What follows belongs to an exercise in optimizing a design on an open flow for small area, a short achievable clock period and few clock cycles per item; a production flow would make more cautious choices. Only the layout flow was run in this run; the RTL was not checked for function there.

File: design/flow/constraint.sdc
create_clock -name core_clock -period 4.5 [get_ports {clk}]
set_input_delay 0.9000 -clock core_clock [delete_from_list [all_inputs] [get_ports {clk}]]
set_output_delay 0.9000 -clock core_clock [all_outputs]
set_load 0.01 [all_outputs]
File: design/flow/config.mk
export PLATFORM = sky130hd
export DESIGN_NAME = mult_controller
export DESIGN_NICKNAME = mult_controller
export VERILOG_FILES = /design/flow/design.v
export SDC_FILE = /design/flow/constraint.sdc
export NUM_CORES = 4
export LEC_CHECK = 0
export CAP_MARGIN = 20
export CORE_MARGIN = 2
export CORE_UTILIZATION = 40
export SLEW_MARGIN = 20
File: design/flow/design.v
module mult_controller #(
    parameter integer WIDTH = 32
)
(
    input logic clk,
    input logic rst_n,
    input logic start,
    input logic signed [WIDTH - 1: 0] multiplicand,
    input logic signed [WIDTH - 1: 0] multiplier,
    output logic signed [2 * WIDTH - 1: 0] product,
    output logic done
);
    logic busy;                   
    logic [2:0] cnt;             
    logic [31:0] pl;              
    logic bprev;                  
    logic [31:0] ph;              
    wire [31:0] msrc = busy ? pl : multiplier;
    wire [4:0] win = {msrc[3:0], bprev & busy};
    wire [32:0] am = {multiplicand[31], multiplicand};   
    wire [32:0] a2 = {multiplicand, 1'b0};               
    wire [1:0] ng;
    wire [2:0] w0 = win[2:0];
    wire one0 = w0[0] ^ w0[1];
    wire two0 = (w0[2] & ~w0[1] & ~w0[0]) | (~w0[2] & w0[1] & w0[0]);
    assign ng[0] = w0[2];
    wire [32:0] x0 = ((am & {33{one0}}) | (a2 & {33{two0}})) ^ {33{ng[0]}};
    wire [2:0] w1 = win[4:2];
    wire one1 = w1[0] ^ w1[1];
    wire two1 = (w1[2] & ~w1[1] & ~w1[0]) | (~w1[2] & w1[1] & w1[0]);
    assign ng[1] = w1[2];
    wire [32:0] x1 = ((am & {33{one1}}) | (a2 & {33{two1}})) ^ {33{ng[1]}};
    wire [31:0] acc = ph & {32{busy}};
    wire s1 = x0[2] ^ x1[0];
    wire c2 = x0[2] & x1[0];
    wire s3 = x0[3] ^ x1[1];
    wire c4 = x0[3] & x1[1];
    wire s5 = x0[4] ^ x1[2];
    wire c6 = x0[4] & x1[2];
    wire s7 = x0[5] ^ x1[3];
    wire c8 = x0[5] & x1[3];
    wire s9 = x0[6] ^ x1[4];
    wire c10 = x0[6] & x1[4];
    wire s11 = x0[7] ^ x1[5];
    wire c12 = x0[7] & x1[5];
    wire s13 = x0[8] ^ x1[6];
    wire c14 = x0[8] & x1[6];
    wire s15 = x0[9] ^ x1[7];
    wire c16 = x0[9] & x1[7];
    wire s17 = x0[10] ^ x1[8];
    wire c18 = x0[10] & x1[8];
    wire s19 = x0[11] ^ x1[9];
    wire c20 = x0[11] & x1[9];
    wire s21 = x0[12] ^ x1[10];
    wire c22 = x0[12] & x1[10];
    wire s23 = x0[13] ^ x1[11];
    wire c24 = x0[13] & x1[11];
    wire s25 = x0[14] ^ x1[12];
    wire c26 = x0[14] & x1[12];
    wire s27 = x0[15] ^ x1[13];
    wire c28 = x0[15] & x1[13];
    wire s29 = x0[16] ^ x1[14];
    wire c30 = x0[16] & x1[14];
    wire s31 = x0[17] ^ x1[15];
    wire c32 = x0[17] & x1[15];
    wire s33 = x0[18] ^ x1[16];
    wire c34 = x0[18] & x1[16];
    wire s35 = x0[19] ^ x1[17];
    wire c36 = x0[19] & x1[17];
    wire s37 = x0[20] ^ x1[18];
    wire c38 = x0[20] & x1[18];
    wire s39 = x0[21] ^ x1[19];
    wire c40 = x0[21] & x1[19];
    wire s41 = x0[22] ^ x1[20];
    wire c42 = x0[22] & x1[20];
    wire s43 = x0[23] ^ x1[21];
    wire c44 = x0[23] & x1[21];
    wire s45 = x0[24] ^ x1[22];
    wire c46 = x0[24] & x1[22];
    wire s47 = x0[25] ^ x1[23];
    wire c48 = x0[25] & x1[23];
    wire s49 = x0[26] ^ x1[24];
    wire c50 = x0[26] & x1[24];
    wire s51 = x0[27] ^ x1[25];
    wire c52 = x0[27] & x1[25];
    wire s53 = x0[28] ^ x1[26];
    wire c54 = x0[28] & x1[26];
    wire s55 = x0[29] ^ x1[27];
    wire c56 = x0[29] & x1[27];
    wire s57 = x0[30] ^ x1[28];
    wire c58 = x0[30] & x1[28];
    wire s59 = x0[31] ^ x1[29] ^ ~acc[31];
    wire c60 = (x0[31] & x1[29]) | (x0[31] & ~acc[31]) | (x1[29] & ~acc[31]);
    wire s61 = x0[0] ^ ng[0];
    wire c62 = x0[0] & ng[0];
    wire s63 = x0[1] ^ acc[1];
    wire c64 = x0[1] & acc[1];
    wire s65 = s1 ^ ng[1] ^ acc[2];
    wire c66 = (s1 & ng[1]) | (s1 & acc[2]) | (ng[1] & acc[2]);
    wire s67 = s3 ^ acc[3] ^ c2;
    wire c68 = (s3 & acc[3]) | (s3 & c2) | (acc[3] & c2);
    wire s69 = s5 ^ acc[4] ^ c4;
    wire c70 = (s5 & acc[4]) | (s5 & c4) | (acc[4] & c4);
    wire s71 = s7 ^ acc[5] ^ c6;
    wire c72 = (s7 & acc[5]) | (s7 & c6) | (acc[5] & c6);
    wire s73 = s9 ^ acc[6] ^ c8;
    wire c74 = (s9 & acc[6]) | (s9 & c8) | (acc[6] & c8);
    wire s75 = s11 ^ acc[7] ^ c10;
    wire c76 = (s11 & acc[7]) | (s11 & c10) | (acc[7] & c10);
    wire s77 = s13 ^ acc[8] ^ c12;
    wire c78 = (s13 & acc[8]) | (s13 & c12) | (acc[8] & c12);
    wire s79 = s15 ^ acc[9] ^ c14;
    wire c80 = (s15 & acc[9]) | (s15 & c14) | (acc[9] & c14);
    wire s81 = s17 ^ acc[10] ^ c16;
    wire c82 = (s17 & acc[10]) | (s17 & c16) | (acc[10] & c16);
    wire s83 = s19 ^ acc[11] ^ c18;
    wire c84 = (s19 & acc[11]) | (s19 & c18) | (acc[11] & c18);
    wire s85 = s21 ^ acc[12] ^ c20;
    wire c86 = (s21 & acc[12]) | (s21 & c20) | (acc[12] & c20);
    wire s87 = s23 ^ acc[13] ^ c22;
    wire c88 = (s23 & acc[13]) | (s23 & c22) | (acc[13] & c22);
    wire s89 = s25 ^ acc[14] ^ c24;
    wire c90 = (s25 & acc[14]) | (s25 & c24) | (acc[14] & c24);
    wire s91 = s27 ^ acc[15] ^ c26;
    wire c92 = (s27 & acc[15]) | (s27 & c26) | (acc[15] & c26);
    wire s93 = s29 ^ acc[16] ^ c28;
    wire c94 = (s29 & acc[16]) | (s29 & c28) | (acc[16] & c28);
    wire s95 = s31 ^ acc[17] ^ c30;
    wire c96 = (s31 & acc[17]) | (s31 & c30) | (acc[17] & c30);
    wire s97 = s33 ^ acc[18] ^ c32;
    wire c98 = (s33 & acc[18]) | (s33 & c32) | (acc[18] & c32);
    wire s99 = s35 ^ acc[19] ^ c34;
    wire c100 = (s35 & acc[19]) | (s35 & c34) | (acc[19] & c34);
    wire s101 = s37 ^ acc[20] ^ c36;
    wire c102 = (s37 & acc[20]) | (s37 & c36) | (acc[20] & c36);
    wire s103 = s39 ^ acc[21] ^ c38;
    wire c104 = (s39 & acc[21]) | (s39 & c38) | (acc[21] & c38);
    wire s105 = s41 ^ acc[22] ^ c40;
    wire c106 = (s41 & acc[22]) | (s41 & c40) | (acc[22] & c40);
    wire s107 = s43 ^ acc[23] ^ c42;
    wire c108 = (s43 & acc[23]) | (s43 & c42) | (acc[23] & c42);
    wire s109 = s45 ^ acc[24] ^ c44;
    wire c110 = (s45 & acc[24]) | (s45 & c44) | (acc[24] & c44);
    wire s111 = s47 ^ acc[25] ^ c46;
    wire c112 = (s47 & acc[25]) | (s47 & c46) | (acc[25] & c46);
    wire s113 = s49 ^ acc[26] ^ c48;
    wire c114 = (s49 & acc[26]) | (s49 & c48) | (acc[26] & c48);
    wire s115 = s51 ^ acc[27] ^ c50;
    wire c116 = (s51 & acc[27]) | (s51 & c50) | (acc[27] & c50);
    wire s117 = s53 ^ acc[28] ^ c52;
    wire c118 = (s53 & acc[28]) | (s53 & c52) | (acc[28] & c52);
    wire s119 = s55 ^ acc[29] ^ c54;
    wire c120 = (s55 & acc[29]) | (s55 & c54) | (acc[29] & c54);
    wire s121 = s57 ^ acc[30] ^ c56;
    wire c122 = (s57 & acc[30]) | (s57 & c56) | (acc[30] & c56);
    wire s123 = s59 ^ 1'b1 ^ c58;
    wire c124 = (s59 & 1'b1) | (s59 & c58) | (1'b1 & c58);
    wire s125 = ~x0[32] ^ x1[30] ^ c60;
    wire c126 = (~x0[32] & x1[30]) | (~x0[32] & c60) | (x1[30] & c60);
    wire s127 = x1[31] ^ 1'b1;
    wire c128 = x1[31] & 1'b1;
    wire [35:0] r0 = {1'b1, ~x1[32], s127, s125, s123, s121, s119, s117, s115, s113, s111, s109, s107, s105, s103, s101, s99, s97, s95, s93, s91, s89, s87, s85, s83, s81, s79, s77, s75, s73, s71, s69, s67, s65, s63, s61};
    wire [35:0] r1 = {1'b0, c128, c126, c124, c122, c120, c118, c116, c114, c112, c110, c108, c106, c104, c102, c100, c98, c96, c94, c92, c90, c88, c86, c84, c82, c80, c78, c76, c74, c72, c70, c68, c66, c64, c62, acc[0]};
    wire [35:0] sum = r0 + r1;
    always_ff @(posedge clk or negedge rst_n) begin
        if (!rst_n) begin
            busy <= 1'b0;
            cnt  <= '0;
            done <= 1'b0;
        end else if (busy) begin
            cnt <= cnt + 1'b1;
            if (cnt == 3'd7) begin
                busy <= 1'b0;
                done <= 1'b1;
            end
        end else if (start) begin
            cnt  <= 3'd1;
            busy <= 1'b1;
            done <= 1'b0;
        end
    end
    always_ff @(posedge clk) begin
        if (busy || start) begin
            pl <= {sum[3:0], msrc[31:4]};
            ph <= sum[35:4];
            bprev <= msrc[3];
        end
    end
    assign product = {ph, pl};
endmodule
File: design/flow/run.sh
#!/bin/bash
# synth_recipe.tcl (not shown) runs the flow's synth.tcl, then flattens the netlist and writes it again
# the make line also repeats each setting of config.mk as NAME=value (left out here)
make -C /OpenROAD-flow-scripts/flow DESIGN_CONFIG=/design/flow/config.mk WORK_HOME=/design/flow/orfs CLKGATE_MAP_FILE= SYNTH_SCRIPT=/design/flow/synth_recipe.tcl finish
==> impl_results.md <==
- Status: failed layout checks
- SO Faults: negative setup slack
- Input/output buffers: 131
- Startpoint types: primary input
- Row count: 49
- Worst Setup Path Type: in2reg
- # hold bufs at CTS: 0
- Number of synthesized flops with an enable pin: 65
- Main flop type after synthesis: edfxtp_1
- Area Growth Syn to Fin: 55.5%
- Vias in the first global route: 7153
- Async SR Flop Fraction: 7.14%
- Distinct cells, synth: 59
- Simple-gate share of the synthesized area: 12.7%
- Worst Path Buf+Inv: 4
- Post-detail-place hpwl: 17.7 mm
- Actual slew at the worst max-slew pin: 0.744 ns
- Largest family of logic cells by synthesized area: compound AO/OA/AOI/OAI gates
- Mapped Area: 0.00742 mm^2
- Most frequent cells in the layout: 182 x buf_4, 125 x clkdlybuf4s50_1, 108 x nor2_1, 65 x edfxtp_1, 51 x xnor2_1
- Fin nets: 1262
- First-pass detailed-route iteration total: 27
- CTS root buffer: clkbuf_16
- Global-route wire length before repair: 36.9 mm
- Crit path time final: 4.65 ns
- Total grt overflow: 0
- Residual DRC: 0
- Final Setup Violations: 8
- Initial antenna violation count: 0
- Clk sinks: 70
- Clock Latency Late Sink: 0.35 ns
- I/O pin total: 132
- Die X: 140 um
- Pins Over Slew Limit: 0
- Layout cell share with drive strength beyond 1: 33.7%
- Max Fclk: 0.215 GHz
- Worst-path cell chain: buf_8 -> mux2i_4 -> buf_4 -> and2_0 -> buf_6 -> buf_4 -> a221oi_2 -> ha_1 -> fa_1 -> ha_4 -> a21o_1 -> a31oi_4 -> or3b_4 -> a311o_1 -> nand2_2 -> a21oi_4 -> a311oi_2
- Dpl ws: -1.01 ns
- CP max stage delay: 0.60 ns
- Net count after synthesis: 956
- Drt wl/cell: 17.7 um
- Setup crit end kind: flip-flop
- H-tree depth: 3
- CP max FO: 9
- Vias per inst: 5.38
- Final Cell Area: 0.0115 mm^2
- Clock-pin slew on the worst setup and hold paths: 0.06 ns
- Final Cycle Share: 103%
- Synth Register Bits: 70
- Mapped Avg Cell Area: 9.41 um^2
- Placed insts: 1274
- XOR/XNOR Fraction of Synth Area: 8.15%
- CP max-delay cell: fa_1
- Util after Layout: 63.7%
- Sequential area share after synthesis: 28.0%
- Fin. Hold Viols: 0
- Post-synthesis cell count: 788
- Max Clock Skew: 0.0114 ns
- Crit path max-delay family: compound AO/OA/AOI/OAI gates
- DIE AREA: 0.0196 mm^2
- Tot GR Track Use: 23.5%
- Initial Utilization: 41.0%
- Max cap viols: 0
- Most numerous cell on the critical path: buf_4
- Max clock buf depth: 2
- DR iter-0 viols: 426
- Final ANT Viol Nets: 0
- Multiplexer share of the synthesized area: 4.83%
- RD Place Congestion: 0.916
- Die height: 140 um
- Unrepaired setup endpoints after global routing: true
- Post-placement cell area: 0.0103 mm^2
- Commonest non-fill, non-tap cell in the layout: buf_4
- CTS Buf Count: 9
- CP Data Required Time: 4.66 ns
- Largest net degree at the start of global routing: 68
- Synth Area in Adders: 20.3%
- Non-Filler Instances: 1328
- Synth Area in Compound Gates: 21.2%
- Ys Warns: 1
- HP Class: reg2reg
- Crit path DAT: 4.82 ns
- Final wirelength: 23.6 mm
- Setup slack after layout: -0.153 ns
- Slew HR: 50.4%
- CTS tree: yes
- Core footprint: 0.0181 mm^2
- DR vias: 7141
- Ant diodes: 0
[through the flow]
stage	setup TNS [ns]	hold WS, ns
floorplan	-0.391	0.454
global placement	-16.44	0.467
detailed placement	-18.80	0.483
CTS	-0.395	0.491
global route	-2.44	0.517
finish	-0.861	0.486
[cells in the mapped netlist, types with 5 or more instances]
cell,instances,area share [%]
nand2_1,34,1.7
xor2_1,16,1.9
a21oi_1,35,2.4
nand4_1,7,0.59
nor3_1,5,0.34
edfxtp_1,65,26
a31oi_1,6,0.51
nor2_1,113,5.7
a221oi_1,29,3.4
ha_1,69,12
xnor2_1,53,6.3
o21a_1,8,0.81
clkbuf_1,31,1.6
o21ai_0,22,1.5
inv_1,33,1.7
a21o_1,23,2.3
nand3_1,6,0.40
and2_1,30,2.5
a22oi_1,33,3.3
fa_1,32,8.6
mux2_2,28,4.3
o21ai_1,33,2.2
dfrtp_1,5,1.7
buf_2,12,0.81
[cells by family after synthesis]
| kind of cell | Yosys count |
|---|---|
| flops | 70 |
| mux | 31 |
| xor+xnor | 69 |
| compound gates | 220 |
| fa+ha+maj | 101 |
| simple gates | 210 |
| buf+inv | 87 |
[registers in the layout, indices dropped and copies added (netlist names)]
register,cells
busy,1
pl,32
ph,32
cnt,3
bprev,1
done,1
[timing repair]
item,in CTS,in global routing
pin swaps,31,41
gates cloned,3,0
endpoints found under the setup margin,24,17
hold endpoints to repair,0,0
setup buffers,14,22
resized for setup,68,69
[per-layer routing]
metal / wire length [um] / part of all wire, % / global-route usage (%)
met5: 0 / 0 / 0
met4: 369 / 1.6 / 5.53
met3: 1370 / 5.8 / 4.17
met2: 11000 / 47 / 38.2
met1: 10800 / 46 / 32.8
[worst reg2reg max path, delay by kind of cell (launching register included)]
family | cells | cell delay, ns
AO/OA/AOI/OAI | 6 | 1.35
adder cells (fa/ha/maj) | 3 | 1.11
multiplexers | 1 | 0.24
buffers and inverters | 3 | 0.51
AND/OR/NAND/NOR | 3 | 0.73
flip-flops | 1 | 0.47
[final timing paths]
| kind | start | endpoint | slack (ns) | cells past startpoint |
|---|---|---|---|---|
| setup reg to reg | busy$_DFF_PN0_ | ph[31]$_DFFE_PP_ | -0.09 | 16 |
| min in group asynchronous | rst_n | busy$_DFF_PN0_ | 0.78 | 1 |
| max in group asynchronous | rst_n | busy$_DFF_PN0_ | 3.51 | 1 |
| hold / removal | cnt[0]$_DFFE_PN0P_ | cnt[0]$_DFFE_PN0P_ | 0.49 | 1 |
| hold reg to reg | cnt[0]$_DFFE_PN0P_ | cnt[0]$_DFFE_PN0P_ | 0.49 | 1 |
| setup / recovery | multiplier[1] | ph[31]$_DFFE_PP_ | -0.15 | 17 |
[layout make-up]
class | instances | area [um^2]
clock inverters | 5 | 56.3
repair buffers | 345 | 3150
well taps | 229 | 287
multi-input cells | 631 | 5570
inverters | 37 | 141
clock buffers | 11 | 253
fillers | 1440 | 6560
flip-flops and latches | 70 | 2080

[separate check: timing with driven ports]
How much do the figures lean on ideal ports? The routed layout below was timed once more, with nothing changed but the port constraints. Step 1, drivers: a clkbuf_16 drives clk and a buf_2 each remaining input, both assumed. Step 2 also shifts input and output timing later by t, the mid clock arrival at the registers, as if the neighbouring blocks saw the same clock. Three values: ideal ports, drivers, drivers and shift; two values: the first two.
shift t [ns]: 0.386
slack for setup (ns): -0.153 / -0.172 / -0.558
clock arrival spread, ns: 0.012 / 0.012
worst data-port slew with drivers (ns): 0.08
For this run, drivers alone change the setup slack by -0.019 ns; drivers and shift together by -0.405 ns.
